Background: an optimization exercise with open tools, aiming at small area, a short achievable clock period and few clock cycles. Do not read the settings as production practice. Where RTL was checked, it was by simulation tests only, not by an equivalence proof against the original. For run 3, only the layout was checked, not whether the RTL still works.

--- design/flow/design.v ---
module qrcode_decoder(
    input clk,
    input srst_n,
    input start,
    input sram_rdata,
    output [11:0] sram_raddr,
    output reg [5:0] loc_y,
    output reg [5:0] loc_x,
    output reg [7:0] decode_text,    
    output reg valid,
    output reg finish
);
localparam S_A = 3'd0, S_P = 3'd1, S_Y = 3'd2, S_X = 3'd3, S_V = 3'd4,
           S_M = 3'd5, S_D = 3'd6, S_E = 3'd7;
reg [2:0] st;             
reg       cont;           
reg [5:0] y, x;           
reg       pv;             
reg [5:0] py, px;         
reg       pix;            
reg       started;
assign sram_raddr = {y, x};
reg [5:0] k;              
reg [5:0] s0;             
reg [5:0] s1;             
reg [5:0] s2;             
reg [5:0] s3;             
reg [1:0] cidx, pcidx;    
reg [1:0] rot;
reg [2:0] mask;
wire signed [2:0] cy_lo = s0[5:3], cy_hi = s0[2:0];
wire signed [2:0] cx_lo = s1[5:3], cx_hi = s1[2:0];
wire signed [2:0] pcy = s2[5:3], pcx = s2[2:0];
wire tight = s3[5], wide = s3[4], grp = s3[0];
wire [4:0] i = s0[4:0];   
wire       up = s0[5];
wire [4:0] j = s1[4:0];
wire       inlen = s1[5]; 
wire [4:0] rem = s2[4:0]; 
wire       jq = s2[5];    
wire [2:0] mv = s3[2:0];  
wire [2:0] bc = s3[5:3];  
wire [1:0] i3 = cidx, j3 = pcidx;
always @* decode_text = {px[1:0], py};
function [11:0] rotd;     
    input [1:0] r;
    input [5:0] di, dj;
    begin
        case (r)
            2'd0: rotd = {di, dj};
            2'd1: rotd = {dj, -di};
            2'd2: rotd = {-di, -dj};
            default: rotd = {-dj, di};
        endcase
    end
endfunction
function maskbit;         
    input [2:0] m;
    input a0, a1, b0;     
    input [1:0] a3, b3;   
    input q;              
    reg s2, p2, p1, p0, s0;
    begin
        s2 = a0 ^ b0;                                   
        p2 = a0 & b0;                                   
        p1 = (a3 == b3) && (a3 != 2'd0);                
        p0 = (a3 == 2'd0) || (b3 == 2'd0);              
        s0 = (a3 == 2'd0) ? (b3 == 2'd0) : (a3 == 2'd1) ? (b3 == 2'd2) : (b3 == 2'd1);  
        case (m)
            3'd0: maskbit = ~s2;
            3'd1: maskbit = ~a0;
            3'd2: maskbit = (b3 == 2'd0);
            3'd3: maskbit = s0;
            3'd4: maskbit = ~(a1 ^ q);
            3'd5: maskbit = ~p2 & p0;
            3'd6: maskbit = ~(p2 ^ p1);
            default: maskbit = ~(s2 ^ p1);
        endcase
    end
endfunction
function [3:0] astep;     
    input [3:0] kk;       
    begin
        astep =
            (kk == 4'd0) ? {2'd0, 2'd1} :
            (kk == 4'd1) ? {2'd1, 2'd3} :
            (kk == 4'd2) ? {2'd0, 2'd1} :
            (kk == 4'd3) ? {2'd3, 2'd2} :
            (kk == 4'd4) ? {2'd1, 2'd0} :
            (kk == 4'd5) ? {2'd2, 2'd1} :
            (kk == 4'd6) ? {2'd0, 2'd1} :
            (kk == 4'd7) ? {2'd0, 2'd2} :
                           {2'd2, 2'd2};
    end
endfunction
function [5:0] astepv;    
    input [1:0] c;
    begin
        case (c)
            2'd0: astepv = 6'd0;
            2'd1: astepv = 6'd21;
            2'd2: astepv = 6'd22;
            default: astepv = 6'd43;
        endcase
    end
endfunction
function [5:0] poff;      
    input [3:0] kk;
    begin
        poff =
            (kk == 4'd0) ? {3'sd0, 3'sd2} :
            (kk == 4'd1) ? {3'sd0, -3'sd2} :
            (kk == 4'd2) ? {3'sd2, 3'sd0} :
            (kk == 4'd3) ? {-3'sd2, 3'sd0} :
            (kk == 4'd4) ? {3'sd2, 3'sd2} :
            (kk == 4'd5) ? {-3'sd2, -3'sd2} :
            (kk == 4'd6) ? {3'sd2, -3'sd2} :
            (kk == 4'd7) ? {-3'sd2, 3'sd2} :
            (kk == 4'd8) ? {3'sd0, 3'sd1} :
            (kk == 4'd9) ? {3'sd0, -3'sd1} :
            (kk == 4'd10) ? {3'sd1, 3'sd0} :
            (kk == 4'd11) ? {-3'sd1, 3'sd0} :
            (kk == 4'd12) ? {3'sd1, 3'sd1} :
            (kk == 4'd13) ? {-3'sd1, -3'sd1} :
            (kk == 4'd14) ? {3'sd1, -3'sd1} :
                           {-3'sd1, 3'sd1};
    end
endfunction
localparam [5:0] P_N = 6'd16;     
function [5:0] x7;        
    input [2:0] c;
    begin
        case (c)
            3'b001: x7 = 6'd7;
            3'b010: x7 = 6'd14;
            3'b111: x7 = 6'd57;
            3'b110: x7 = 6'd50;
            default: x7 = 6'd0;
        endcase
    end
endfunction
function [5:0] x7m20;     
    input [2:0] c;
    begin
        case (c)
            3'b001: x7m20 = 6'd51;
            3'b010: x7m20 = 6'd58;
            3'b111: x7m20 = 6'd37;
            3'b110: x7m20 = 6'd30;
            default: x7m20 = 6'd44;
        endcase
    end
endfunction
function span2;           
    input signed [2:0] lo, hi;
    begin
        span2 = (hi - lo) >= 2;
    end
endfunction
function [5:0] roff;      
    input s;
    input [2:0] c;
    begin
        case (c)
            3'd0: roff = s ? 6'd17 : 6'd3;
            3'd1: roff = s ? 6'd18 : 6'd2;
            3'd2: roff = s ? 6'd16 : 6'd4;
            3'd3: roff = s ? 6'd20 : 6'd0;
            default: roff = s ? 6'd14 : 6'd6;
        endcase
    end
endfunction
function [2:0] wmove;     
    input [4:0] a, b;
    input u;
    begin
        if (!b[0]) wmove = 3'd0;                                    
        else if (u) begin
            if (a == ((b >= 5'd13) ? 5'd9 : 5'd0)) wmove = 3'd0;    
            else if (b <= 5'd12 && a == 5'd7) wmove = 3'd2;         
            else wmove = 3'd1;
        end else begin
            if (a == 5'd20) wmove = 3'd0;
            else if (b <= 5'd12 && a == 5'd5) wmove = 3'd4;
            else wmove = 3'd3;
        end
    end
endfunction
wire [5:0] p_c = poff(k[3:0]);           
wire [5:0] p_n = poff(k[3:0] + 4'd1);     
wire signed [2:0] u_ylo = (hit && pcy < cy_lo) ? pcy : cy_lo;
wire signed [2:0] u_yhi = (hit && pcy > cy_hi) ? pcy : cy_hi;
wire signed [2:0] u_xlo = (hit && pcx < cx_lo) ? pcx : cx_lo;
wire signed [2:0] u_xhi = (hit && pcx > cx_hi) ? pcx : cx_hi;
wire y_ok = span2(u_ylo, u_yhi), x_ok = span2(u_xlo, u_xhi);
wire [5:0] xhi_c = 6'd43;
wire [1:0] cn = cidx + 2'd1;
wire [5:0] kn = (cidx != 2'd3) ? k : (k[2:0] == 3'd4) ? {k[5:3] + 3'd1, 3'd0} : k + 6'd1;
wire v_miss = cont && !pix;
wire v_end = v_miss || (cidx == 2'd3 && k == 6'o44);
wire [1:0] mc = (st == S_X) ? 2'd0 : v_miss ? pcidx : 2'd3;
reg [1:0] m_rot;
reg [5:0] m_my, m_mx;     
always @* begin
    case (mc)
        2'd0: begin m_rot = 2'd2; m_my = 6'd12; m_mx = 6'd18; end
        2'd1: begin m_rot = 2'd3; m_my = 6'd18; m_mx = 6'd8;  end
        2'd2: begin m_rot = 2'd1; m_my = 6'd2;  m_mx = 6'd12; end
        default: begin m_rot = 2'd0; m_my = 6'd8; m_mx = 6'd2; end
    endcase
end
wire dbit = sram_rdata ^ maskbit(mask, i[0], i[1], j[0], i3, j3, jq);
reg [2:0] mdi, mdj;       
always @* begin
    case (mv)
        3'd0: begin mdi = 3'd0; mdj = 3'd7; end
        3'd1: begin mdi = 3'd7; mdj = 3'd1; end
        3'd2: begin mdi = 3'd6; mdj = 3'd1; end
        3'd3: begin mdi = 3'd1; mdj = 3'd1; end
        default: begin mdi = 3'd2; mdj = 3'd1; end
    endcase
end
wire [2:0] ei = (rot[0] == rot[1]) ? mdi : -mdi;
wire [2:0] ej = rot[1] ? -mdj : mdj;
wire [2:0] wdy = rot[0] ? ej : ei;
wire [2:0] wdx = rot[0] ? ei : ej;
wire [4:0] ni = i + {{2{mdi[2]}}, mdi};
wire [4:0] nj = j + {{2{mdj[2]}}, mdj};
wire nup = (mv == 3'd0 && j[0]) ? ~up : up;
reg [1:0] ni3, nj3;
reg nq;
always @* begin
    case (mv)
        3'd1: ni3 = (i3 == 2'd0) ? 2'd2 : i3 - 2'd1;
        3'd2: ni3 = (i3 == 2'd2) ? 2'd0 : i3 + 2'd1;
        3'd3: ni3 = (i3 == 2'd2) ? 2'd0 : i3 + 2'd1;
        3'd4: ni3 = (i3 == 2'd0) ? 2'd2 : i3 - 2'd1;
        default: ni3 = i3;
    endcase
    if (mv == 3'd0) begin
        nj3 = (j3 == 2'd0) ? 2'd2 : j3 - 2'd1;
        nq = (j3 == 2'd0) ? ~jq : jq;
    end else begin
        nj3 = (j3 == 2'd2) ? 2'd0 : j3 + 2'd1;
        nq = (j3 == 2'd2) ? ~jq : jq;
    end
end
wire [3:0] a_st = astep(k[3:0]);
wire [11:0] r_dd = rotd(rot, 6'd9, 6'd15);    
wire [11:0] r_dn = rotd(rot, 6'd0, 6'd1);     
wire p_end = tight || k == P_N;
reg [5:0] ay, by, ax, bx;
wire [6:0] sy = {1'b0, ay} + {by[5], by};
wire [6:0] sx = {1'b0, ax} + {bx[5], bx};
wire hit = pix && cont;
always @* begin
    ay = y; by = 6'd0; ax = x; bx = 6'd0;
    case (st)
        S_A: if (hit) begin ay = py; ax = px; bx = 6'd14; end
             else begin by = astepv(a_st[3:2]); bx = astepv(a_st[1:0]); end
        S_P: begin
                 ay = loc_y; ax = loc_x;
                 if (p_end) begin by = x7m20(cy_hi); bx = x7(cx_lo); end
                 else begin by = x7(p_n[5:3]); bx = x7(p_n[2:0]); end
             end
        S_Y: if (hit) begin ay = py; ax = loc_x; bx = x7m20(cx_hi); end
             else case (k[2:0])
                 3'd0, 3'd2, 3'd4: bx = 6'd14;
                 3'd1, 3'd3: if (wide) bx = 6'd43; else begin by = 6'd1; bx = 6'd50; end
                 default: by = 6'd1;
             endcase
        S_X: if (hit) begin
                 ay = loc_y; ax = px;
                 if (py != loc_y) begin by = m_my; bx = m_mx; end
                 else bx = 6'd20;
             end else if (!grp) by = 6'd20;
             else begin by = 6'd44; bx = 6'd1; end
        S_V: if (v_end) begin ay = loc_y; by = m_my; ax = loc_x; bx = m_mx; end
             else begin ay = loc_y; by = roff(cn[1], kn[5:3]); ax = loc_x; bx = roff(cn[0], kn[2:0]); end
        S_M: if (k == 6'd2) begin by = r_dd[11:6]; bx = r_dd[5:0]; end
             else if (k != 6'd0 || started) begin by = r_dn[11:6]; bx = r_dn[5:0]; end
        S_D: begin by = {{3{wdy[2]}}, wdy}; bx = {{3{wdx[2]}}, wdx}; end
        default: ;
    endcase
end
always @(posedge clk) begin
    if (start) started <= 1'b1;
    if (st != S_D) begin py <= y; px <= x; pcidx <= cidx; end
    pix <= sram_rdata & pv; cont <= 1'b1;
    y <= sy[5:0]; x <= sx[5:0]; pv <= 1'b1;
    valid <= 1'b0;
    finish <= 1'b0;
    case (st)
    S_A: begin
        if (hit) begin
            loc_y <= py; loc_x <= px;
            s0 <= 6'd0; s1 <= 6'd0; s3 <= 6'd0;
            st <= S_P; cont <= 1'b0; k <= 6'd0;
            pv <= !sx[6];
        end else begin
            k <= (k == 6'd8) ? 6'd0 : k + 6'd1;
        end
    end
    S_P: begin
        s0 <= {u_ylo, u_yhi}; s1 <= {u_xlo, u_xhi};
        s3[5] <= y_ok && x_ok;
        s3[4] <= !x_ok;
        if (p_end) begin
            st <= S_Y; cont <= 1'b0; k <= 6'd0;
            if (sy[6]) y <= 6'd0;
            if (sx[5:0] > 6'd43) x <= xhi_c;
        end else begin
            k <= k + 6'd1;
            pv <= !sy[6] && !sx[6] && (k != P_N - 6'd1);
        end
        s2 <= p_c;                          
    end
    S_Y: begin
        if (hit) begin
            loc_y <= py;                        
            st <= S_X; cont <= 1'b0; s3[0] <= 1'b0;
            if (sx[6]) x <= 6'd0;               
        end else begin
            if (k[2:0] == (wide ? 3'd5 : 3'd1)) k <= 6'd0;
            else k <= k + 6'd1;
        end
    end
    S_X: begin
        if (hit) begin
            loc_x <= px;                        
            if (py != loc_y) begin
                rot <= 2'd2; loc_y <= loc_y + 6'd20; loc_x <= px + 6'd20;
                st <= S_M; cont <= 1'b0; k <= 6'd0;
            end else begin
                st <= S_V; cont <= 1'b0; cidx <= 2'd1; k <= 6'd0;
            end
        end else s3[0] <= ~grp;
    end
    S_V: begin
        if (v_end) begin
            rot <= m_rot;
            if (!mc[1]) loc_y <= loc_y + 6'd20;
            if (!mc[0]) loc_x <= loc_x + 6'd20;
            st <= S_M; cont <= 1'b0; k <= 6'd0;
        end else begin
            cidx <= cn; k <= kn;
        end
    end
    S_M: begin
        case (k[1:0])
            2'd0: mask[2] <= ~sram_rdata;
            2'd1: mask[1] <= sram_rdata;
            default: mask[0] <= ~sram_rdata;
        endcase
        if (k == 6'd2) begin
            st <= S_D; cont <= 1'b0;
            s0 <= {1'b1, 5'd17};            
            s1 <= {1'b1, 5'd19};            
            s2 <= {1'b0, 5'd0};             
            s3 <= {3'd0, 3'd1};             
            cidx <= 2'd2; pcidx <= 2'd1;    
        end else if (k != 6'd0 || started) k <= k + 6'd1;
    end
    S_D: begin
        s0 <= {nup, ni}; s1[4:0] <= nj; s3[2:0] <= wmove(ni, nj, nup);
        cidx <= ni3; pcidx <= nj3; s2[5] <= nq;
        if (inlen) begin
            s2[4:0] <= {rem[3:0], dbit};
            s3[5:3] <= (bc == 3'd4) ? 3'd0 : bc + 3'd1;
            if (bc == 3'd4) s1[5] <= 1'b0;
        end else begin
            {px[1:0], py} <= {px[0], py, dbit};
            s3[5:3] <= bc + 3'd1;
            if (bc == 3'd7) begin
                valid <= 1'b1;
                s2[4:0] <= rem - 5'd1;
                if (rem == 5'd1) begin
                    finish <= 1'b1;
                    st <= S_E; cont <= 1'b0;
                end
            end
        end
    end
    default: ;
    endcase
    if (!srst_n) begin
        st <= S_A; cont <= 1'b0; y <= 6'd20; x <= 6'd20; pv <= 1'b1;
        started <= 1'b0; k <= 6'd0; valid <= 1'b0; finish <= 1'b0;
    end
end
endmodule
--- design/flow/config.mk ---
export PLATFORM = sky130hd
export DESIGN_NAME = qrcode_decoder
export DESIGN_NICKNAME = qrcode_decoder
export VERILOG_FILES = /design/flow/design.v
export SDC_FILE = /design/flow/constraint.sdc
export NUM_CORES = 8
export LEC_CHECK = 0
export ABC_AREA = 1
export CAP_MARGIN = 20
export CORE_MARGIN = 2
export CORE_UTILIZATION = 55
export SLEW_MARGIN = 20
--- design/flow/flow/run.sh ---
#!/bin/bash
# The standard layout (standard.sh, unchanged), with two changes made through
# its environment:
#  - the buffers that the flow puts on every input and output port are
#    sky130_fd_sc_hd__buf_4 cells instead of the slow delay cells that
#    buffer_ports picks by default;
#  - repair_timing aims for a setup slack of 12 ns, i.e. it sizes the cells of
#    paths slower than about 4 ns. The clock, its period and the I/O
#    constraints are the design's, unchanged.
# Each tool's full output is in standard.log in this folder.
export BUFFER_PORTS_ARGS="-buffer_cell sky130_fd_sc_hd__buf_4"
export SETUP_SLACK_MARGIN=11.5
bash standard.sh > standard.log 2>&1
--- design/flow/constraint.sdc ---
create_clock -name core_clock -period 16.0 [get_ports {clk}]
set_input_delay 3.2000 -clock core_clock [delete_from_list [all_inputs] [get_ports {clk}]]
set_output_delay 3.2000 -clock core_clock [all_outputs]
set_load 0.01 [all_outputs]
--- design/flow/standard.sh ---
#!/bin/bash
# synth_recipe.tcl (not shown) runs the flow's synth.tcl, then flattens the netlist and writes it again
# the make line also repeats each setting of config.mk as NAME=value (left out here)
make -C /OpenROAD-flow-scripts/flow DESIGN_CONFIG=/design/flow/config.mk WORK_HOME=/design/flow/orfs CLKGATE_MAP_FILE= SYNTH_SCRIPT=/design/flow/synth_recipe.tcl "${@:-finish}"
==> reports/metrics.yaml, run 1 <==
outcome:
  outcome: "complete, no violations"
sta:
  tightest_slew_ns: 0.998
  max_freq_mhz: 235
  period_share_pct: 26.5
  fin_crit_ns: 4.25
  slew_violations: 0
  rsz0062_at_grt: "true"
  hold_violations: 0
  holdWs_ns: 0.492
  setup_viol: 0
  skew_ns: 0.0132
  finalSetupTns_ns: 0
  maxSlewHeadroom_pct: 33.3
  fin_ws_ns: 11.75
floorplanning:
  initial_core_util_pct: 56.6
  io-pin-count: 38
  core-area_um2: 14600
  die_w_um: 127
  chipHeight_um: 127
  die-area_um2: 16000
  num_rows: 44
yosys:
  synth_area_leaders: "edfxtp_1 17%, ha_1 12%, nand2_1 10%, dfxtp_1 9.0%, inv_1 8.1%"
  seq_area_frac_synth_pct: 26.1
  syn_avg_cell_area_um2: 7.03
  synthFlopType: "edfxtp_1"
  synthesis.instances: 1174
  synth_top_area_share_pct: 17.1
  syn_area_um2: 8260
  synth-edff-count: 47
  synth.ff_latch_count: 84
  yosysWarnings: 1
  synth_cell_types: 57
  synthesis.nets: 1263
  synthArstFlopShare_pct: 0
  yosysTopAreaCell: "edfxtp_1"
detailed_routing:
  drtAntennaViolNets: 0
  post-route-drc-count: 0
  vias: 8413
  via_per_inst: 6.02
  wl_per_cell_um: 19.9
  drt-initial-drc-count: 958
  firstDrtPassIters: 5
  wl_um: 27800
clock_network:
  cts-hold-fix-buffers: 0
  cts_tree: "built"
  clk_latency_ns: 0.36
  cts_made_buffers: 9
  post_cts_buffers: 0
  cts_buffer_depth: 2
  cts-htree-levels: 3
  root_buffer: "clkbuf_16"
  cts.sinks: 84
  cts.clk_slew.worst_paths_ns: 0.07
global_route:
  antenna_found_initial: 1
  grt_max_degree: 28
  grt_use_total_pct: 35.2
  grt_pass1_vias: 7862
  grt-ovfl-total: 0
  grt_pass1_wl_um: 43400
critical_path:
  cp_max_fo: 5
  critPathKind: "flop to primary output"
  arrival_ns: 1.05
  cp-start-kind: "flop"
  crit_family: "flip-flops"
  crit_slowest_cell: "edfxtp_1"
  worstPathRequired_ns: 12.80
  crit_chain: "buf_4"
  slowest_delay_ns: 0.50
  cp_num_buf_inv: 1
  end_kind: "primary output"
min_path:
  hp-class: "flop to flop"
run:
  cap_violations: 0
layout:
  drive_gt1_share_pct: 11.2
  final_common_cell: "nand2_1"
  final_cell_mix: "230 x nand2_1, 177 x inv_1, 108 x nor2_1"
  final_nets: 1297
  regArea_um2: 2160
  fillCellCount: 1417
  final_cells: 1398
  multi_input_area_um2: 5270
  area_delta_synth_final_pct: 9.33
place:
  dp_hpwl_um: 22300
  portBuffers: 37
  pre_cts_ws_ns: 11.72
  dpl.cell_count: 1381
  place_congestion: 1.06
-- final cells by class --
cell class,instances,share of cell area [%]
diodes,1,0.0277
flip-flops and latches,84,23.9
well taps,184,2.55
repair buffers,43,3.58
clock inverters,5,0.651
clock buffers,11,2.69
inverters,198,8.25
multi-input cells,872,58.4
-- per-layer routing --
| metal | share of wire, % | wire length (um) | global-route usage, % | vias to the layer above |
|---|---|---|---|---|
| met5 | 0 | 0 | 0 | - |
| met4 | 3.7 | 1020 | 14.5 | 0 |
| met3 | 12 | 3300 | 10.1 | 65 |
| met2 | 43 | 11900 | 52.5 | 441 |
| met1 | 42 | 11600 | 48.0 | 3845 |
| li1 | - | - | - | 4062 |
-- Yosys cell counts, drive strengths merged (17+ instances only) --
cell type / count
a21oi: 81
inv: 194
dfxtp: 37
edfxtp: 47
xor2: 17
nor3: 17
nand3: 66
o21ai: 105
ha: 79
nor2: 127
nand2: 240
o211ai: 22
-- flip-flops by register name, indices dropped and copies added (netlist names), 2 cells and up --
register  flops
loc_x         6
mask          3
s0            6
k             6
py            6
y             6
st            3
x             6
s3            6
cidx          2
pcidx         2
s1            6
px            6
rot           2
loc_y         6
s2            6
-- path summary, 6_finish.rpt --
path                            startpoint  slack (ns)  depth (start not counted)        to
worst max-delay path              loc_y[4]       11.75                          1  loc_y[4]
worst min-delay path                  x[2]        0.49                          0     px[2]
worst max register to register        cont       11.77                         19        pv
worst min register to register        x[2]        0.49                          0     px[2]
-- logic make-up after synthesis --
| kind of cell | Yosys count | synth area share [%] |
|---|---|---|
| simple gates | 479 | 26.3 |
| fa+ha+maj | 85 | 13.4 |
| flops | 84 | 26.1 |
| buf+inv | 218 | 10.3 |
| compound gates | 283 | 21.2 |
| xor+xnor | 25 | 2.65 |
-- timing repair --
| item | CTS | global route |
|---|---|---|
| resized for setup | 0 | 12 |
| endpoints found under the hold margin | 0 | 0 |
| endpoints found under the setup margin | 0 | 13 |
-- through the flow --
step	instance area, um2	util [%]
2_1_floorplan	8260	-
6_report	9030	61.9
3_5_place_dp	8700	59.6
5_1_grt	9030	61.9
4_1_cts	9000	61.7
3_3_place_gp	8700	59.6
Testbench counts, summed over its fixed seeds: cycles 24,384.
==> run 2, diff against run 1 <==
--- a/design/flow/flow/run.sh
+++ b/design/flow/flow/run.sh
@@ -5,7 +5,7 @@
 #    sky130_fd_sc_hd__buf_4 cells instead of the slow delay cells that
 #    buffer_ports picks by default;
 #  - repair_timing aims for a setup slack of 12 ns, i.e. it sizes the cells of
-#    paths slower than about 4 ns. The clock, its period and the I/O
+#    paths slower than about 4.5 ns. The clock, its period and the I/O
 #    constraints are the design's, unchanged.
 # Each tool's full output is in standard.log in this folder.
 export BUFFER_PORTS_ARGS="-buffer_cell sky130_fd_sc_hd__buf_4"
--- a/design/flow/config.mk
+++ b/design/flow/config.mk
@@ -8,5 +8,5 @@
 export ABC_AREA = 1
 export CAP_MARGIN = 20
 export CORE_MARGIN = 2
-export CORE_UTILIZATION = 55
+export CORE_UTILIZATION = 40
 export SLEW_MARGIN = 20
==> run 2 against run 1 <==
Wire length grew 5.6%. Synthesized area is the same. Global-route usage shrank 8.1 points. Register-to-register slack gained 0.09 ns. Non-clock buffer count grew 4. Synthesized cell count is the same. Cell area grew 1.5%. Die area grew 36%. Count of clock-buffer cells in the layout shrank 2. Sequential cell count is the same. Largest cell class unchanged.
==> reports/metrics.yaml, run 2 <==
outcome:
  outcome: "complete, no violations"
clock_network:
  cts-hold-fix-buffers: 0  # unchanged
  cts_tree: "built"
  root_buffer: "clkbuf_16"
  cts_made_buffers: 9  # unchanged
  cts-htree-levels: 3  # unchanged
  cts.sinks: 84  # unchanged
  cts.clk_slew.worst_paths_ns: 0.08  # about the same
  cts_buffer_depth: 2  # unchanged
  clk_latency_ns: 0.37  # about the same
critical_path:
  ff2ff_path_depth: 18  # -1
  arrival_ns: 1.05  # about the same
  crit_family: "flip-flops"
  slowest_delay_ns: 0.49  # about the same
  end_kind: "primary output"
  cp_max_fo: 5  # unchanged
  crit_slowest_cell: "edfxtp_1"
  path_depth: 1  # unchanged
  cp_num_buf_inv: 1  # unchanged
  cp-start-kind: "flop"
  crit_chain: "buf_4"
  critPathKind: "flop to primary output"
  worstPathRequired_ns: 12.80  # about the same
floorplanning:
  io-pin-count: 38  # unchanged
  initial_core_util_pct: 40.8  # -16 points
  num_rows: 52  # +18%
  die_w_um: 148  # +17%
  die-area_um2: 21800  # +36%
  chipHeight_um: 148  # +17%
  core-area_um2: 20200  # +39%
yosys:
  synthesis.nets: 1263  # unchanged
  syn_area_um2: 8260  # unchanged
  synth_most_common_cell: "nand2_1"
  netlist_top_cells_count: "230 x nand2_1, 179 x inv_1, 110 x nor2_1"
  synthFlopType: "edfxtp_1"
  seq_area_frac_synth_pct: 26.1  # unchanged
  synth_top_area_share_pct: 17.1  # unchanged
  synth.ff_latch_count: 84  # unchanged
  synthArstFlopShare_pct: 0  # unchanged
  syn_avg_cell_area_um2: 7.03  # unchanged
  yosysWarnings: 1  # unchanged
  yosysTopAreaCell: "edfxtp_1"
  synth_area_leaders: "edfxtp_1 17%, ha_1 12%, nand2_1 10%, dfxtp_1 9.0%, inv_1 8.1%"
  synth_cell_types: 57  # unchanged
  synth-edff-count: 47  # unchanged
  synthesis.instances: 1174  # unchanged
detailed_routing:
  wl_per_cell_um: 19.8  # -0.73%
  dr_wl_met2_um: 12800  # +7.0%
  drt-initial-drc-count: 824  # -14%
  via_per_inst: 5.66  # -5.9%
  post-route-drc-count: 0  # unchanged
  drtAntennaViolNets: 0  # unchanged
  firstDrtPassIters: 6  # +1
  wl_um: 29400  # +5.6%
  wl_met1_um: 13500  # +17%
  wl_met3_um: 2350  # -29%
  top_layer: "met4"
  vias: 8418  # +0.059%
sta:
  slew_violations: 0  # unchanged
  rsz0062_at_grt: "true"
  hold_violations: 0  # unchanged
  max_freq_mhz: 235  # -0.14%
  tightest_slew_ns: 1.06  # +0.0614 ns
  finalSetupTns_ns: 0  # unchanged
  maxSlewHeadroom_pct: 29.3  # -4.0 points
  holdWs_ns: 0.452  # -0.0402 ns
  period_share_pct: 26.6  # +0.038 points
  skew_ns: 0.0115  # -0.00169 ns
  fin_ws_ns: 11.75  # -0.00600 ns
  fin_crit_ns: 4.25  # +0.00600 ns
  setup_viol: 0  # unchanged
place:
  place_congestion: 1.05  # -0.89%
  dp_hpwl_um: 23300  # +4.7%
  portBuffers: 37  # unchanged
  pre_cts_ws_ns: 11.63  # -0.0852 ns
  placed_area_um2: 8810  # +1.2%
global_route:
  grt_max_degree: 22  # -21%
  grt_pass1_wl_um: 45000  # +3.7%
  grt_pass1_vias: 7805  # -0.73%
  antenna_found_initial: 0  # -1
  grt_use_total_pct: 27.1  # -8.1 points
  grt-ovfl-total: 0  # unchanged
layout:
  final_cell_mix: "229 x nand2_1, 177 x inv_1, 106 x nor2_1"
  final_common_cell: "nand2_1"
  stdcell_area_um2: 9170  # +1.5%
  area_delta_synth_final_pct: 11.0
  final_nets: 1301  # +0.31%
  drive_gt1_share_pct: 11.8  # +0.62 points
  n_antenna_cell: 0  # -1
run:
  cap_violations: 0  # unchanged
min_path:
  whs_path_depth: 2  # +2
  hp-class: "flop to flop"
[run 2: changes by cell type in the layout (fill, tap and decap cells not counted), moves of 2 or more]
| cell | delta |
|---|---|
| buf_4 | +4 |
| clkinvlp_4 | +3 |
| inv_8 | +2 |
| nor2_1 | -2 |
| nor2_2 | +3 |
[run 2: routing by layer]
layer  vias up  GRT usage (%)
met3        42           3.89
met1      3954           40.0
met2       358           41.0
met5         -              0
li1       4064              -
met4         0           8.32
[run 2: repair_timing]
item	4_1_cts	5_1_grt
hold endpoints to repair	0	0
resized for setup	0	15
endpoints found under the setup margin	0	13
buffers inserted	0	4
[run 2: cells by family after synthesis]
group | after synthesis | synth area share [%]
buffers and inverters | 218 | 10.3
and+or+nand+nor | 479 | 26.3
xor gates and xnor gates | 25 | 2.65
AOI/OAI and AO/OA | 283 | 21.2
adders and majority gates | 85 | 13.4
DFF | 84 | 26.1
[run 2: final timing paths]
check	to	slack, ns	from
setup / recovery	loc_y[2]	11.75	loc_y[2]
hold / removal	pix	0.45	pv
setup reg to reg	pv	11.86	st[0]
hold reg to reg	pix	0.45	pv
[run 2: layout make-up]
class,instances,area (um2)
Fill cell,2141,11100
Multi-Input combinational cell,872,5270
Sequential cell,84,2160
Inverter,198,748
Timing Repair Buffer,47,353
Tap cell,270,338
Clock buffer,9,225
Clock inverter,7,71.3
[run 2: stage by stage]
step           instances  util (%)
3_5_place_dp        1467      43.5
4_1_cts             1483      45.0
3_3_place_gp        1467      43.5
5_1_grt             1487      45.3
2_1_floorplan       1174         -
6_report            1487      45.3
[run 2: worst min-delay path, stage by stage (launching register included)]
cell and delay [ns]:
dfxtp_1 0.32, nand2_1 0.06, inv_1 0.03
==> run 3, diff against run 2 <==
--- a/design/flow/design.v
+++ b/design/flow/design.v
@@ -10,9 +10,10 @@
     output reg valid,
     output reg finish
 );
-localparam S_A = 3'd0, S_P = 3'd1, S_Y = 3'd2, S_X = 3'd3, S_V = 3'd4,
-           S_M = 3'd5, S_D = 3'd6, S_E = 3'd7;
-reg [2:0] st;             
+localparam S_A = 8'h01, S_P = 8'h02, S_Y = 8'h04, S_X = 8'h08, S_V = 8'h10,
+           S_M = 8'h20, S_D = 8'h40, S_E = 8'h80;
+localparam A = 0, P = 1, Y = 2, X = 3, V = 4, M = 5, D = 6;
+reg [7:0] st;             
 reg       cont;           
 reg [5:0] y, x;           
 reg       pv;             
@@ -20,6 +21,7 @@
 reg       pix;            
 reg       started;
 assign sram_raddr = {y, x};
+wire hit = pix && cont;   
 reg [5:0] k;              
 reg [5:0] s0;             
 reg [5:0] s1;             
@@ -198,7 +200,7 @@
 wire [5:0] kn = (cidx != 2'd3) ? k : (k[2:0] == 3'd4) ? {k[5:3] + 3'd1, 3'd0} : k + 6'd1;
 wire v_miss = cont && !pix;
 wire v_end = v_miss || (cidx == 2'd3 && k == 6'o44);
-wire [1:0] mc = (st == S_X) ? 2'd0 : v_miss ? pcidx : 2'd3;
+wire [1:0] mc = st[X] ? 2'd0 : v_miss ? pcidx : 2'd3;
 reg [1:0] m_rot;
 reg [5:0] m_my, m_mx;     
 always @* begin
@@ -249,49 +251,55 @@
 wire [11:0] r_dd = rotd(rot, 6'd9, 6'd15);    
 wire [11:0] r_dn = rotd(rot, 6'd0, 6'd1);     
 wire p_end = tight || k == P_N;
-reg [5:0] ay, by, ax, bx;
-wire [6:0] sy = {1'b0, ay} + {by[5], by};
-wire [6:0] sx = {1'b0, ax} + {bx[5], bx};
-wire hit = pix && cont;
+reg [5:0] ayA, byA, axA, bxA, ayP, byP, axP, bxP, ayY, byY, axY, bxY;
+reg [5:0] ayX, byX, axX, bxX, ayV, byV, axV, bxV, byM, bxM, byD, bxD;
 always @* begin
-    ay = y; by = 6'd0; ax = x; bx = 6'd0;
-    case (st)
-        S_A: if (hit) begin ay = py; ax = px; bx = 6'd14; end
-             else begin by = astepv(a_st[3:2]); bx = astepv(a_st[1:0]); end
-        S_P: begin
-                 ay = loc_y; ax = loc_x;
-                 if (p_end) begin by = x7m20(cy_hi); bx = x7(cx_lo); end
-                 else begin by = x7(p_n[5:3]); bx = x7(p_n[2:0]); end
-             end
-        S_Y: if (hit) begin ay = py; ax = loc_x; bx = x7m20(cx_hi); end
-             else case (k[2:0])
-                 3'd0, 3'd2, 3'd4: bx = 6'd14;
-                 3'd1, 3'd3: if (wide) bx = 6'd43; else begin by = 6'd1; bx = 6'd50; end
-                 default: by = 6'd1;
-             endcase
-        S_X: if (hit) begin
-                 ay = loc_y; ax = px;
-                 if (py != loc_y) begin by = m_my; bx = m_mx; end
-                 else bx = 6'd20;
-             end else if (!grp) by = 6'd20;
-             else begin by = 6'd44; bx = 6'd1; end
-        S_V: if (v_end) begin ay = loc_y; by = m_my; ax = loc_x; bx = m_mx; end
-             else begin ay = loc_y; by = roff(cn[1], kn[5:3]); ax = loc_x; bx = roff(cn[0], kn[2:0]); end
-        S_M: if (k == 6'd2) begin by = r_dd[11:6]; bx = r_dd[5:0]; end
-             else if (k != 6'd0 || started) begin by = r_dn[11:6]; bx = r_dn[5:0]; end
-        S_D: begin by = {{3{wdy[2]}}, wdy}; bx = {{3{wdx[2]}}, wdx}; end
-        default: ;
+    ayA = hit ? py : y;  byA = hit ? 6'd0 : astepv(a_st[3:2]);
+    axA = hit ? px : x;  bxA = hit ? 6'd14 : astepv(a_st[1:0]);
+    ayP = loc_y; byP = p_end ? x7m20(cy_hi) : x7(p_n[5:3]);
+    axP = loc_x; bxP = p_end ? x7(cx_lo) : x7(p_n[2:0]);
+    ayY = hit ? py : y;
+    axY = hit ? loc_x : x;
+    byY = 6'd0; bxY = 6'd0;
+    if (hit) bxY = x7m20(cx_hi);
+    else case (k[2:0])
+        3'd0, 3'd2, 3'd4: bxY = 6'd14;
+        3'd1, 3'd3: if (wide) bxY = 6'd43; else begin byY = 6'd1; bxY = 6'd50; end
+        default: byY = 6'd1;
     endcase
+    ayX = hit ? loc_y : y;
+    axX = hit ? px : x;
+    if (hit) begin
+        if (py != loc_y) begin byX = m_my; bxX = m_mx; end
+        else begin byX = 6'd0; bxX = 6'd20; end
+    end else if (!grp) begin byX = 6'd20; bxX = 6'd0; end
+    else begin byX = 6'd44; bxX = 6'd1; end
+    ayV = loc_y; axV = loc_x;
+    byV = v_end ? m_my : roff(cn[1], kn[5:3]);
+    bxV = v_end ? m_mx : roff(cn[0], kn[2:0]);
+    if (k == 6'd2) begin byM = r_dd[11:6]; bxM = r_dd[5:0]; end
+    else if (k != 6'd0 || started) begin byM = r_dn[11:6]; bxM = r_dn[5:0]; end
+    else begin byM = 6'd0; bxM = 6'd0; end
+    byD = {{3{wdy[2]}}, wdy}; bxD = {{3{wdx[2]}}, wdx};
 end
+wire [5:0] ay = ({6{st[A]}} & ayA) | ({6{st[P]}} & ayP) | ({6{st[Y]}} & ayY) |
+                ({6{st[X]}} & ayX) | ({6{st[V]}} & ayV) | ({6{st[M] | st[D] | st[7]}} & y);
+wire [5:0] ax = ({6{st[A]}} & axA) | ({6{st[P]}} & axP) | ({6{st[Y]}} & axY) |
+                ({6{st[X]}} & axX) | ({6{st[V]}} & axV) | ({6{st[M] | st[D] | st[7]}} & x);
+wire [5:0] by = ({6{st[A]}} & byA) | ({6{st[P]}} & byP) | ({6{st[Y]}} & byY) |
+                ({6{st[X]}} & byX) | ({6{st[V]}} & byV) | ({6{st[M]}} & byM) | ({6{st[D]}} & byD);
+wire [5:0] bx = ({6{st[A]}} & bxA) | ({6{st[P]}} & bxP) | ({6{st[Y]}} & bxY) |
+                ({6{st[X]}} & bxX) | ({6{st[V]}} & bxV) | ({6{st[M]}} & bxM) | ({6{st[D]}} & bxD);
+wire [6:0] sy = {1'b0, ay} + {by[5], by};
+wire [6:0] sx = {1'b0, ax} + {bx[5], bx};
 always @(posedge clk) begin
     if (start) started <= 1'b1;
-    if (st != S_D) begin py <= y; px <= x; pcidx <= cidx; end
+    if (!st[D]) begin py <= y; px <= x; pcidx <= cidx; end
     pix <= sram_rdata & pv; cont <= 1'b1;
     y <= sy[5:0]; x <= sx[5:0]; pv <= 1'b1;
     valid <= 1'b0;
     finish <= 1'b0;
-    case (st)
-    S_A: begin
+    if (st[A]) begin
         if (hit) begin
             loc_y <= py; loc_x <= px;
             s0 <= 6'd0; s1 <= 6'd0; s3 <= 6'd0;
@@ -301,7 +309,7 @@
             k <= (k == 6'd8) ? 6'd0 : k + 6'd1;
         end
     end
-    S_P: begin
+    if (st[P]) begin
         s0 <= {u_ylo, u_yhi}; s1 <= {u_xlo, u_xhi};
         s3[5] <= y_ok && x_ok;
         s3[4] <= !x_ok;
@@ -315,7 +323,7 @@
         end
         s2 <= p_c;                          
     end
-    S_Y: begin
+    if (st[Y]) begin
         if (hit) begin
             loc_y <= py;                        
             st <= S_X; cont <= 1'b0; s3[0] <= 1'b0;
@@ -325,7 +333,7 @@
             else k <= k + 6'd1;
         end
     end
-    S_X: begin
+    if (st[X]) begin
         if (hit) begin
             loc_x <= px;                        
             if (py != loc_y) begin
@@ -336,7 +344,7 @@
             end
         end else s3[0] <= ~grp;
     end
-    S_V: begin
+    if (st[V]) begin
         if (v_end) begin
             rot <= m_rot;
             if (!mc[1]) loc_y <= loc_y + 6'd20;
@@ -346,7 +354,7 @@
             cidx <= cn; k <= kn;
         end
     end
-    S_M: begin
+    if (st[M]) begin
         case (k[1:0])
             2'd0: mask[2] <= ~sram_rdata;
             2'd1: mask[1] <= sram_rdata;
@@ -361,7 +369,7 @@
             cidx <= 2'd2; pcidx <= 2'd1;    
         end else if (k != 6'd0 || started) k <= k + 6'd1;
     end
-    S_D: begin
+    if (st[D]) begin
         s0 <= {nup, ni}; s1[4:0] <= nj; s3[2:0] <= wmove(ni, nj, nup);
         cidx <= ni3; pcidx <= nj3; s2[5] <= nq;
         if (inlen) begin
@@ -381,8 +389,6 @@
             end
         end
     end
-    default: ;
-    endcase
     if (!srst_n) begin
         st <= S_A; cont <= 1'b0; y <= 6'd20; x <= 6'd20; pv <= 1'b1;
         started <= 1'b0; k <= 6'd0; valid <= 1'b0; finish <= 1'b0;
--- a/design/flow/flow/run.sh
+++ b/design/flow/flow/run.sh
@@ -5,7 +5,7 @@
 #    sky130_fd_sc_hd__buf_4 cells instead of the slow delay cells that
 #    buffer_ports picks by default;
 #  - repair_timing aims for a setup slack of 12 ns, i.e. it sizes the cells of
-#    paths slower than about 4.5 ns. The clock, its period and the I/O
+#    paths slower than about 4 ns. The clock, its period and the I/O
 #    constraints are the design's, unchanged.
 # Each tool's full output is in standard.log in this folder.
 export BUFFER_PORTS_ARGS="-buffer_cell sky130_fd_sc_hd__buf_4"
==> run 3 against run 2 <==
Via count up 6.4%. Die area up 1.5%. Cell area up 1.5%. Count of clock-buffer cells in the layout up 1. First-iteration DRC count down 5.8%. Global-route usage up 0.79 points. Worst setup slack better by 0.011 ns.
==> reports/metrics.yaml, run 3 <==
run:
  cap_violations: 0  # unchanged
sta:
  slew_violations: 0  # unchanged
  period_share_pct: 26.5  # -0.069 points
  skew_ns: 0.00773  # -0.00379 ns
  tightest_slew_ns: 0.827  # -0.233 ns
  maxSlewHeadroom_pct: 44.8  # +16 points
  setup_viol: 0  # unchanged
  rsz0062_at_grt: "false"
  fin_crit_ns: 4.24  # -0.0111 ns
  finalSetupTns_ns: 0  # unchanged
  max_freq_mhz: 236  # +0.26%
  holdWs_ns: 0.472  # +0.0200 ns
  hold_violations: 0  # unchanged
global_route:
  grt-ovfl-total: 0  # unchanged
  antenna_found_initial: 0  # unchanged
  grt_max_degree: 26  # +18%
  grt_pass1_vias: 8087  # +3.6%
  grt_pass1_wl_um: 46900  # +4.3%
  grt_use_total_pct: 27.9  # +0.79 points
detailed_routing:
  drtAntennaViolNets: 0  # unchanged
  post-route-drc-count: 0  # unchanged
  wl_met3_um: 2330  # -0.77%
  wl_um: 30700  # +4.5%
  wl_per_cell_um: 19.7  # -0.51%
  dr_wl_met2_um: 13100  # +2.8%
  via_per_inst: 5.74  # +1.3%
  drt-initial-drc-count: 776  # -5.8%
  firstDrtPassIters: 5  # -1
  wl_met1_um: 14500  # +7.5%
  top_layer: "met4"
  vias: 8960  # +6.4%
min_path:
  hp-class: "flop to flop"
floorplanning:
  die_w_um: 149  # +0.77%
  die-area_um2: 22100  # +1.5%
  num_rows: 52  # unchanged
  initial_core_util_pct: 41.1  # +0.25 points
  io-pin-count: 38  # unchanged
  chipHeight_um: 149  # +0.77%
  core-area_um2: 20400  # +0.96%
clock_network:
  cts.clk_slew.worst_paths_ns: 0.07  # about the same
  cts_tree: "built"
  root_buffer: "clkbuf_16"
  clk_latency_ns: 0.36  # about the same
  cts.sinks: 89  # +6.0%
  cts_made_buffers: 9  # unchanged
  cts_buffer_depth: 2  # unchanged
  cts-htree-levels: 3  # unchanged
place:
  place_congestion: 1.08  # +2.7%
  dp_hpwl_um: 24400  # +4.8%
  portBuffers: 37  # unchanged
  dpl.cell_count: 1545  # +5.3%
outcome:
  outcome: "complete, no violations"
layout:
  regMostFlops: "st"
  largest_reg_flops: 8
  fillCellCount: 2167  # +1.2%
  final_cells: 1562  # +5.0%
  final_common_cell: "nand2_1"
  regArea_um2: 1930  # -11%
  multi_input_area_um2: 5570  # +5.7%
  area_delta_synth_final_pct: 10.9  # about the same
  n_antenna_cell: 0  # unchanged
  drive_gt1_share_pct: 12.6  # +0.78 points
  final_cell_mix: "228 x nand2_1, 192 x inv_1, 106 x nor2_1"
  final_core_util_pct: 45.6  # +0.25 points
  final_nets: 1370  # +5.3%
critical_path:
  crit_slowest_cell: "dfxtp_2"
  cp_max_fo: 8  # +3
  arrival_ns: 4.50  # +3.45 ns
  worstPathRequired_ns: 16.25  # +3.45 ns
  cp-start-kind: "flop"
  cp_num_buf_inv: 5  # +4
  crit_chain: "inv_1, ha_4, nand2_2, nor2_2, inv_2, nor2_4, inv_2, nor2_4, clkinvlp_4, nand3_1, nor4_1, o21ai_0, ha_1, fa_1, a21oi_1, o21ai_0, xor2_1, a31o_2, nand2_1, inv_1, a21oi_1, nor2_2"
  slowest_delay_ns: 0.36  # -0.13 ns
  critPathKind: "flop to flop"
  crit_family: "simple AND/OR/NAND/NOR gates"
  end_kind: "flop"
yosys:
  synth.ff_latch_count: 89  # +6.0%
  synth_area_leaders: "dfxtp_1 18%, ha_1 11%, nand2_1 10%, inv_1 8.6%, o21ai_0 5.5%"
  netlist_top_cells_count: "228 x nand2_1, 193 x inv_1, 106 x nor2_1"
  synthesis.instances: 1256  # +7.0%
  synth-edff-count: 14  # -70%
  yosysWarnings: 1  # unchanged
  syn_avg_cell_area_um2: 6.68  # -5.1%
  synthesis.nets: 1339  # +6.0%
  synth_cell_types: 62  # +8.8%
  synth_top_area_share_pct: 17.9  # +0.81 points
  synth_most_common_cell: "nand2_1"
  syn_area_um2: 8390  # +1.6%
  seq_area_frac_synth_pct: 22.9  # -3.1 points
  yosysTopAreaCell: "dfxtp_1"
  synthFlopType: "dfxtp_1"
  synthArstFlopShare_pct: 0  # unchanged
[run 3: changes by cell type after synthesis, sizes merged, moves of 8 or more]
cell    delta
dfxtp     +38
edfxtp    -33
inv       +21
nand2      +8
o22ai     +11
[run 3: kinds of logic (layout without fill, tap and decap cells)]
logic type | Yosys count | count (layout) | share of synthesized area [%]
DFF | 89 | 89 | 22.9
muxes | 1 | 1 | 0.134
adders and majority gates | 79 | 79 | 12.3
and+or+nand+nor | 503 | 503 | 27.3
xor gates and xnor gates | 30 | 30 | 3.31
buffers and inverters | 246 | 282 | 11.4
AOI/OAI and AO/OA | 308 | 308 | 22.6
[run 3: area by class of cell]
type / count / share of cell area, %
Sequential cell: 89 / 20.7
Timing Repair Buffer: 48 / 3.87
Inverter: 218 / 8.86
Clock buffer: 10 / 2.46
Tap cell: 270 / 3.63
Clock inverter: 6 / 0.578
Multi-Input combinational cell: 921 / 59.9
[run 3: routing by layer]
metal,vias to the layer above,track usage (%)
met4,0,7.67
met5,-,0
li1,4311,-
met2,364,42.1
met1,4242,40.7
met3,43,5.35
[run 3: worst paths after layout]
check	start	to	slack (ns)	cells after the start
setup reg to reg	k[0]	x[3]	11.76	22
hold reg to reg	pv	pix	0.47	2
hold / removal	pv	pix	0.47	2
setup / recovery	k[0]	x[3]	11.76	22
[run 3: worst register-to-register path, delay by kind of cell, from the launching register on]
family,cells,cell delay (ns)
flops,1,0.36
xor+xnor,1,0.15
buf+inv,5,0.81
fa+ha+maj,3,0.75
simple gates,8,1.14
compound gates,5,0.94
[run 3: metrics by stage]
stage          cell area, um2  worst slack [ns]
2_1_floorplan            8390             12.04
3_3_place_gp             8950             11.53
3_5_place_dp             8950             11.39
4_1_cts                  9240             11.58
5_1_grt                  9310             11.50
6_report                 9310             11.76
[run 3: timing repair]
action,in CTS,in global routing
buffers inserted,0,1
endpoints found under the setup margin,10,13
hold buffers,0,0
endpoints found under the hold margin,0,0
pin swaps,0,1
gates resized for setup,2,17

what the ideal ports hide:
No port has a modelled driver above. Below, the same layouts with a new extraction and two added sets of constraints. Step 1, drivers: a clkbuf_16 drives clk and a buf_2 each remaining input, both assumed. Step 2, shift: input delay + t, output delay - t, t = (earliest + latest rising clock arrival at the registers) / 2. This alone moves slack from input paths to output paths. Slacks: ideal / step 1 / step 2; pairs: ideal / step 1.
run	shift t [ns]	setup WS [ns]	worst slew at a driven data input, ns
run 1	0.398	11.753 / 11.711 / 11.769	0.03
run 2	0.406	11.747 / 11.703 / 11.823	0.04
run 3	0.405	11.759 / 11.725 / 11.628	0.04
After both steps every run listed still meets setup and hold. For run 3, which loses most, drivers alone change the setup slack by -0.034 ns; drivers and shift together by -0.131 ns.
